From an optimization exercise on the open Yosys and OpenROAD flow, aimed at small area and a short achievable clock period; shortcuts taken in it are not production practice. RTL that was checked went through simulation tests only; none was proved equivalent to the original. Power and IR drop assume default switching activity.

==> module softplus8_pla, before the edit <==
module softplus8_pla (
    input  wire clk,
    input  wire rst,
    input  wire signed [15:0] x,
    output wire [15:0] y
);
  wire neg0 = x[15];
  wire tz0 = ~|x[6:0];
  wire [3:0] am0 = x[10:7] ^ {4{neg0}};
  wire big0 = neg0 ? ~&x[14:11] : |x[14:11];
  wire pos0 = ~neg0;                                         
  wire ge9 = am0[3] & (am0[2] | am0[1] | am0[0]);
  wire seg70 = ~neg0 & (big0 | ge9);                         
  wire zero0 = neg0 & (big0 | (am0[3] & am0[2]) | (am0 == 4'd11 & tz0));   
  wire [2:0] jh0 = (big0 | ge9) ? 3'd0 :
                   {am0 <= 4'd2, am0 >= 4'd3 & am0 <= 4'd5, am0 >= 4'd6};    
  wire inc0 = tz0 & ~big0 & (neg0 ? (am0 == 4'd2 | am0 == 4'd5) : am0 == 4'd9);
  wire dec0 = tz0 & ~big0 & (neg0 ? am0 == 4'd8 : (am0 == 4'd3 | am0 == 4'd6));
  wire [7:0] u0 = pos0 ? 8'd128 - {1'b0, x[6:0]} : {1'b0, x[6:0]};
  wire [7:0] K0;
  assign K0[0] = (~am0[0] & am0[1]) | (~am0[2] & ~am0[3]) | (am0[1] & am0[3]) | (~am0[0] & ~am0[2]) | (am0[0] & ~am0[1] & am0[2]);
  assign K0[1] = (~am0[0] & ~am0[3]) | (am0[1] & ~am0[2]);
  assign K0[2] = (~am0[1] & ~am0[2]) | (am0[0] & ~am0[2] & ~am0[3]) | (am0[0] & ~am0[1]);
  assign K0[3] = (am0[0] & ~am0[1] & ~am0[3]) | (am0[2]);
  assign K0[4] = (am0[0] & ~am0[1] & ~am0[2] & ~am0[3]) | (~am0[0] & am0[1] & ~am0[2] & ~am0[3]) | (~am0[0] & ~am0[1] & am0[2]);
  assign K0[5] = (am0[1] & ~am0[2] & ~am0[3]);
  assign K0[6] = (am0[0] & ~am0[1] & ~am0[2] & ~am0[3]);
  assign K0[7] = (~am0[0] & ~am0[1] & ~am0[2] & ~am0[3]);
  wire nz0 = ~tz0 | x[7];
  reg [14:7] xh1;
  reg [7:0] u1;
  reg [7:0] K1;
  reg [2:0] jh1;
  reg pos1, seg71, zero1, nz1, ci1, dec1;
  wire [13:0] w = {6'd0, u1};
  wire [13:0] rA = jh1[2] ? w << 5 : jh1[1] ? w << 3 : jh1[0] ? w << 1 : seg71 ? {~xh1[14:8], 7'd0} : 14'd0;
  wire [13:0] rB = jh1[2] ? w << 3 : jh1[1] ? w << 2 : jh1[0] ? w : 14'd0;
  wire [13:0] rC = jh1[2] ? w << 1 : jh1[1] ? w : 14'd0;
  wire [13:0] s1 = rA ^ rB ^ rC;
  wire [13:0] c1 = ((rA & rB) | (rA & rC) | (rB & rC)) << 1;
  wire [7:0] lo = {1'b0, s1[6:0]} + {1'b0, c1[6:0]};
  wire [6:0] hi = s1[13:7] + c1[13:7];    
  wire usep = pos1 | seg71;
  wire [9:0] Pl = dec1 ? {{3{~(usep & xh1[7])}}, 7'h7f} :
                  usep ? {2'b0, xh1[7], ~u1[6:0] & {7{~u1[7]}}} : 10'd0;
  wire [9:0] Ke = zero1 ? 10'd0 : seg71 ? (nz1 ? -10'sd119 : -10'sd118) : {2'b0, K1};
  wire [9:0] PK = Pl + Ke + {9'd0, ci1};
  reg [6:0] ph2;
  reg [9:0] PK2;
  reg [6:0] E2;
  reg c72;
  wire [9:0] sl = PK2 + {3'd0, E2} + {9'd0, c72};
  reg [7:0] fl3;
  reg [6:0] ph3;
  reg [1:0] d3;
  wire [6:0] fh = ph3 + {{5{d3[1]}}, d3};
  reg [14:0] f4;
  always @(posedge clk) begin
    xh1 <= x[14:7]; u1 <= u0; jh1 <= jh0; K1 <= K0;
    pos1 <= pos0; seg71 <= seg70; zero1 <= zero0; nz1 <= nz0; dec1 <= dec0;
    ci1 <= tz0 ? inc0 : pos0;
    ph2 <= usep ? xh1[14:8] : 7'd0; PK2 <= PK; E2 <= hi; c72 <= lo[7];
    fl3 <= sl[7:0]; ph3 <= ph2; d3 <= sl[9:8];
  end
  always @(posedge clk or posedge rst)
    if (rst) f4 <= 15'd0;
    else f4 <= {fh, fl3};
  assign y = {1'b0, f4};
endmodule
export LEC_CHECK = 0
export CAP_MARGIN = 20
export CORE_MARGIN = 2
export CORE_UTILIZATION = 70
export SETUP_SLACK_MARGIN = 3.2
export SLEW_MARGIN = 20
create_clock -name core_clock -period 5.5 [get_ports {clk}]
standard.sh (not shown) runs the stock make flow with config.mk's settings and CLKGATE_MAP_FILE= SYNTH_SCRIPT=/design/flow/synth_recipe.tcl, a recipe that flattens the netlist after the stock synthesis.
==> flow/flow/run.sh <==
#!/bin/bash
set -o pipefail
cp standard.sh standard_copy.log
export BUFFER_PORTS_ARGS="-buffer_cell sky130_fd_sc_hd__buf_2"
bash standard.sh > standard.log 2>&1
Edit:
--- a/flow/design.v
+++ b/flow/design.v
@@ -39,7 +39,6 @@
   wire [13:0] s1 = rA ^ rB ^ rC;
   wire [13:0] c1 = ((rA & rB) | (rA & rC) | (rB & rC)) << 1;
   wire [7:0] lo = {1'b0, s1[6:0]} + {1'b0, c1[6:0]};
-  wire [6:0] hi = s1[13:7] + c1[13:7];    
   wire usep = pos1 | seg71;
   wire [9:0] Pl = dec1 ? {{3{~(usep & xh1[7])}}, 7'h7f} :
                   usep ? {2'b0, xh1[7], ~u1[6:0] & {7{~u1[7]}}} : 10'd0;
@@ -47,9 +46,9 @@
   wire [9:0] PK = Pl + Ke + {9'd0, ci1};
   reg [6:0] ph2;
   reg [9:0] PK2;
-  reg [6:0] E2;
+  reg [6:0] S2, C2;
   reg c72;
-  wire [9:0] sl = PK2 + {3'd0, E2} + {9'd0, c72};
+  wire [9:0] sl = PK2 + {3'd0, S2} + {3'd0, C2} + {9'd0, c72};
   reg [7:0] fl3;
   reg [6:0] ph3;
   reg [1:0] d3;
@@ -59,7 +58,7 @@
     xh1 <= x[14:7]; u1 <= u0; jh1 <= jh0; K1 <= K0;
     pos1 <= pos0; seg71 <= seg70; zero1 <= zero0; nz1 <= nz0; dec1 <= dec0;
     ci1 <= tz0 ? inc0 : pos0;
-    ph2 <= usep ? xh1[14:8] : 7'd0; PK2 <= PK; E2 <= hi; c72 <= lo[7];
+    ph2 <= usep ? xh1[14:8] : 7'd0; PK2 <= PK; S2 <= s1[13:7]; C2 <= c1[13:7]; c72 <= lo[7];
     fl3 <= sl[7:0]; ph3 <= ph2; d3 <= sl[9:8];
   end
   always @(posedge clk or posedge rst)
- sequential share of layout area came out higher by 2.5 points
- flip-flop and latch count came out higher by 5
- total power came out higher by 1.8%
- routed wire length came out lower by 7.7%
- design area came out lower by 1.7%
No functional check of the RTL was part of the first run of this note.


Setup of old:
The RTL this note starts from:
==> flow/design.v <==
module softplus8_pla (
    input  wire clk,
    input  wire rst,
    input  wire signed [15:0] x,
    output wire [15:0] y
);
  wire neg0 = x[15];
  wire tz0 = ~|x[6:0];
  wire [3:0] am0 = x[10:7] ^ {4{neg0}};
  wire big0 = neg0 ? ~&x[14:11] : |x[14:11];
  wire pos0 = ~neg0;                                         
  wire ge9 = am0[3] & (am0[2] | am0[1] | am0[0]);
  wire seg70 = ~neg0 & (big0 | ge9);                         
  wire zero0 = neg0 & (big0 | (am0[3] & am0[2]) | (am0 == 4'd11 & tz0));   
  wire [2:0] jh0 = (big0 | ge9) ? 3'd0 :
                   {am0 <= 4'd2, am0 >= 4'd3 & am0 <= 4'd5, am0 >= 4'd6};    
  wire inc0 = tz0 & ~big0 & (neg0 ? (am0 == 4'd2 | am0 == 4'd5) : am0 == 4'd9);
  wire dec0 = tz0 & ~big0 & (neg0 ? am0 == 4'd8 : (am0 == 4'd3 | am0 == 4'd6));
  wire [7:0] u0 = pos0 ? 8'd128 - {1'b0, x[6:0]} : {1'b0, x[6:0]};
  wire [7:0] K0;
  assign K0[0] = (~am0[0] & am0[1]) | (~am0[2] & ~am0[3]) | (am0[1] & am0[3]) | (~am0[0] & ~am0[2]) | (am0[0] & ~am0[1] & am0[2]);
  assign K0[1] = (~am0[0] & ~am0[3]) | (am0[1] & ~am0[2]);
  assign K0[2] = (~am0[1] & ~am0[2]) | (am0[0] & ~am0[2] & ~am0[3]) | (am0[0] & ~am0[1]);
  assign K0[3] = (am0[0] & ~am0[1] & ~am0[3]) | (am0[2]);
  assign K0[4] = (am0[0] & ~am0[1] & ~am0[2] & ~am0[3]) | (~am0[0] & am0[1] & ~am0[2] & ~am0[3]) | (~am0[0] & ~am0[1] & am0[2]);
  assign K0[5] = (am0[1] & ~am0[2] & ~am0[3]);
  assign K0[6] = (am0[0] & ~am0[1] & ~am0[2] & ~am0[3]);
  assign K0[7] = (~am0[0] & ~am0[1] & ~am0[2] & ~am0[3]);
  wire nz0 = ~tz0 | x[7];
  reg [14:7] xh1;
  reg [7:0] u1;
  wire [8:0] Pl0 = dec0 ? (pos0 & x[7] ? 9'd127 : 9'h1ff) :
                   inc0 ? {1'b0, pos0 & x[7], 7'd1} :
                   pos0 ? {1'b0, x[7:0]} : 9'd0;
  wire [8:0] Ke0 = zero0 ? 9'd0 : seg70 ? (nz0 ? -9'sd119 : -9'sd118) : {1'b0, K0};
  reg [8:0] Pl1, Ke1;
  reg [2:0] jh1;
  reg pos1, seg71;
  wire [13:0] w = {6'd0, u1};
  wire [13:0] rA = jh1[2] ? w << 5 : jh1[1] ? w << 3 : jh1[0] ? w << 1 : seg71 ? {~xh1[14:8], 7'd0} : 14'd0;
  wire [13:0] rB = jh1[2] ? w << 3 : jh1[1] ? w << 2 : jh1[0] ? w : 14'd0;
  wire [13:0] rC = jh1[2] ? w << 1 : jh1[1] ? w : 14'd0;
  wire [13:0] s1 = rA ^ rB ^ rC;
  wire [13:0] c1 = ((rA & rB) | (rA & rC) | (rB & rC)) << 1;
  wire [7:0] lo = {1'b0, s1[6:0]} + {1'b0, c1[6:0]};
  wire usep = pos1 | seg71;
  wire [9:0] PK = {Pl1[8], Pl1} + {Ke1[8], Ke1};
  reg [6:0] ph2;
  reg [9:0] PK2;
  reg [6:0] S2, C2;
  reg c72;
  wire [9:0] sl = PK2 + {3'd0, S2} + {3'd0, C2} + {9'd0, c72};
  reg [7:0] fl3;
  reg [6:0] ph3;
  reg [1:0] d3;
  wire [6:0] fh = ph3 + {{5{d3[1]}}, d3};
  reg [14:0] f4;
  always @(posedge clk) begin
    xh1 <= x[14:7]; u1 <= u0; jh1 <= jh0; 
    pos1 <= pos0; seg71 <= seg70; Pl1 <= Pl0; Ke1 <= Ke0;
    ph2 <= usep ? xh1[14:8] : 7'd0; PK2 <= PK; S2 <= s1[13:7]; C2 <= c1[13:7]; c72 <= lo[7];
    fl3 <= sl[7:0]; ph3 <= ph2; d3 <= sl[9:8];
  end
  always @(posedge clk or posedge rst)
    if (rst) f4 <= 15'd0;
    else f4 <= {fh, fl3};
  assign y = {1'b0, f4};
endmodule
Settings: LEC_CHECK=0, CAP_MARGIN=20, CORE_MARGIN=2, CORE_UTILIZATION=70, SETUP_SLACK_MARGIN=3.1, SLEW_MARGIN=20; clock period 5.5 ns.
Scripts as last shown in full above: flow/flow/run.sh
Relative to old, the following input files were edited for new:
==> flow/design.v <==
module softplus8_pla (
    input  wire clk,
    input  wire rst,
    input  wire signed [15:0] x,
    output wire [15:0] y
);
  wire neg0 = x[15];
  wire tz0 = ~|x[6:0];
  wire [3:0] am0 = x[10:7] ^ {4{neg0}};
  wire big0 = neg0 ? ~&x[14:11] : |x[14:11];
  wire pos0 = ~neg0;                                         
  wire ge9 = am0[3] & (am0[2] | am0[1] | am0[0]);
  wire seg70 = ~neg0 & (big0 | ge9);                         
  wire zero0 = neg0 & (big0 | (am0[3] & am0[2]) | (am0 == 4'd11 & tz0));   
  wire [2:0] jh0 = (big0 | ge9) ? 3'd0 :
                   {am0 <= 4'd2, am0 >= 4'd3 & am0 <= 4'd5, am0 >= 4'd6};    
  wire inc0 = tz0 & ~big0 & (neg0 ? (am0 == 4'd2 | am0 == 4'd5) : am0 == 4'd9);
  wire dec0 = tz0 & ~big0 & (neg0 ? am0 == 4'd8 : (am0 == 4'd3 | am0 == 4'd6));
  wire [7:0] u0 = pos0 ? 8'd128 - {1'b0, x[6:0]} : {1'b0, x[6:0]};
  wire [7:0] K0;
  assign K0[0] = (~am0[0] & am0[1]) | (~am0[2] & ~am0[3]) | (am0[1] & am0[3]) | (~am0[0] & ~am0[2]) | (am0[0] & ~am0[1] & am0[2]);
  assign K0[1] = (~am0[0] & ~am0[3]) | (am0[1] & ~am0[2]);
  assign K0[2] = (~am0[1] & ~am0[2]) | (am0[0] & ~am0[2] & ~am0[3]) | (am0[0] & ~am0[1]);
  assign K0[3] = (am0[0] & ~am0[1] & ~am0[3]) | (am0[2]);
  assign K0[4] = (am0[0] & ~am0[1] & ~am0[2] & ~am0[3]) | (~am0[0] & am0[1] & ~am0[2] & ~am0[3]) | (~am0[0] & ~am0[1] & am0[2]);
  assign K0[5] = (am0[1] & ~am0[2] & ~am0[3]);
  assign K0[6] = (am0[0] & ~am0[1] & ~am0[2] & ~am0[3]);
  assign K0[7] = (~am0[0] & ~am0[1] & ~am0[2] & ~am0[3]);
  wire nz0 = ~tz0 | x[7];
  reg [14:7] xh1;
  reg [7:0] u1;
  reg [7:0] K1;
  reg [2:0] jh1;
  reg pos1, seg71, zero1, nz1, ci1, dec1;
  wire [13:0] w = {6'd0, u1};
  wire [13:0] rA = jh1[2] ? w << 5 : jh1[1] ? w << 3 : jh1[0] ? w << 1 : seg71 ? {~xh1[14:8], 7'd0} : 14'd0;
  wire [13:0] rB = jh1[2] ? w << 3 : jh1[1] ? w << 2 : jh1[0] ? w : 14'd0;
  wire [13:0] rC = jh1[2] ? w << 1 : jh1[1] ? w : 14'd0;
  wire [13:0] s1 = rA ^ rB ^ rC;
  wire [13:0] c1 = ((rA & rB) | (rA & rC) | (rB & rC)) << 1;
  wire [7:0] lo = {1'b0, s1[6:0]} + {1'b0, c1[6:0]};
  wire usep = pos1 | seg71;
  wire [9:0] Pl = dec1 ? {{3{~(usep & xh1[7])}}, 7'h7f} :
                  usep ? {2'b0, xh1[7], ~u1[6:0] & {7{~u1[7]}}} : 10'd0;
  wire [9:0] Ke = zero1 ? 10'd0 : seg71 ? (nz1 ? -10'sd119 : -10'sd118) : {2'b0, K1};
  wire [9:0] PK = Pl + Ke + {9'd0, ci1};
  reg [6:0] ph2;
  reg [9:0] PK2;
  reg [6:0] S2, C2;
  reg c72;
  wire [9:0] sl = PK2 + {3'd0, S2} + {3'd0, C2} + {9'd0, c72};
  reg [7:0] fl3;
  reg [6:0] ph3;
  reg [1:0] d3;
  wire [6:0] fh = ph3 + {{5{d3[1]}}, d3};
  reg [14:0] f4;
  always @(posedge clk) begin
    xh1 <= x[14:7]; u1 <= u0; jh1 <= jh0; K1 <= K0;
    pos1 <= pos0; seg71 <= seg70; zero1 <= zero0; nz1 <= nz0; dec1 <= dec0;
    ci1 <= tz0 ? inc0 : pos0;
    ph2 <= usep ? xh1[14:8] : 7'd0; PK2 <= PK; S2 <= s1[13:7]; C2 <= c1[13:7]; c72 <= lo[7];
    fl3 <= sl[7:0]; ph3 <= ph2; d3 <= sl[9:8];
  end
  always @(posedge clk or posedge rst)
    if (rst) f4 <= 15'd0;
    else f4 <= {fh, fl3};
  assign y = {1'b0, f4};
endmodule
Results
In new, the number of global-route vias before repair came out 300 below the value in old. Wire length ends up lower on new. In the flow results for old and new, the final critical-path setup slack is smaller on old. Width of the chip: new vs old down 0.70%. Between old and new, the count of different cell masters after synthesis is lower for old. Going from old to new, highest clock frequency the design can meet grows by 0.030 GHz.
Function not checked in old: the RTL went through the layout flow alone.

## afterwards: timing with drivers on the ports
The flow's constraints put no driver on any port. The routed layouts listed below were extracted and timed again, unchanged, in two steps.
Step 1: set_driving_cell puts a clkbuf_16 on clk and a buf_2 on each other input, an assumption about the parent block.
Step 2 times the ports against the registers' clock, not the clock port: input delays grow and output delays shrink by t, the midpoint of the rising clock arrivals with the driver on.
a / b / c = no drivers / after step 1 / after step 2; a / b = the first two.
| run | t, ns | slack for setup (ns) | worst hold slack (ns) | worst setup path after step 2 | latest minus earliest clock arrival (ns) |
|---|---|---|---|---|---|
| the first run of note 1 | 0.376 | 2.610 / 2.610 / 2.610 | 0.330 / 0.330 / 0.330 | register to register | 0.009 / 0.009 |
| the second run of note 1 | 0.378 | 3.175 / 3.175 / 2.887 | 0.331 / 0.331 / 0.331 | input to register | 0.010 / 0.010 |
| old | 0.389 | 2.955 / 2.950 / 2.561 | 0.333 / 0.333 / 0.333 | input to register | 0.015 / 0.015 |
| new | 0.385 | 3.137 / 3.137 / 2.862 | 0.331 / 0.331 / 0.331 | input to register | 0.007 / 0.008 |
After both steps setup and hold are still met in every run listed. For old, which loses most, drivers alone change the setup slack by -0.005 ns; drivers and shift together by -0.394 ns.
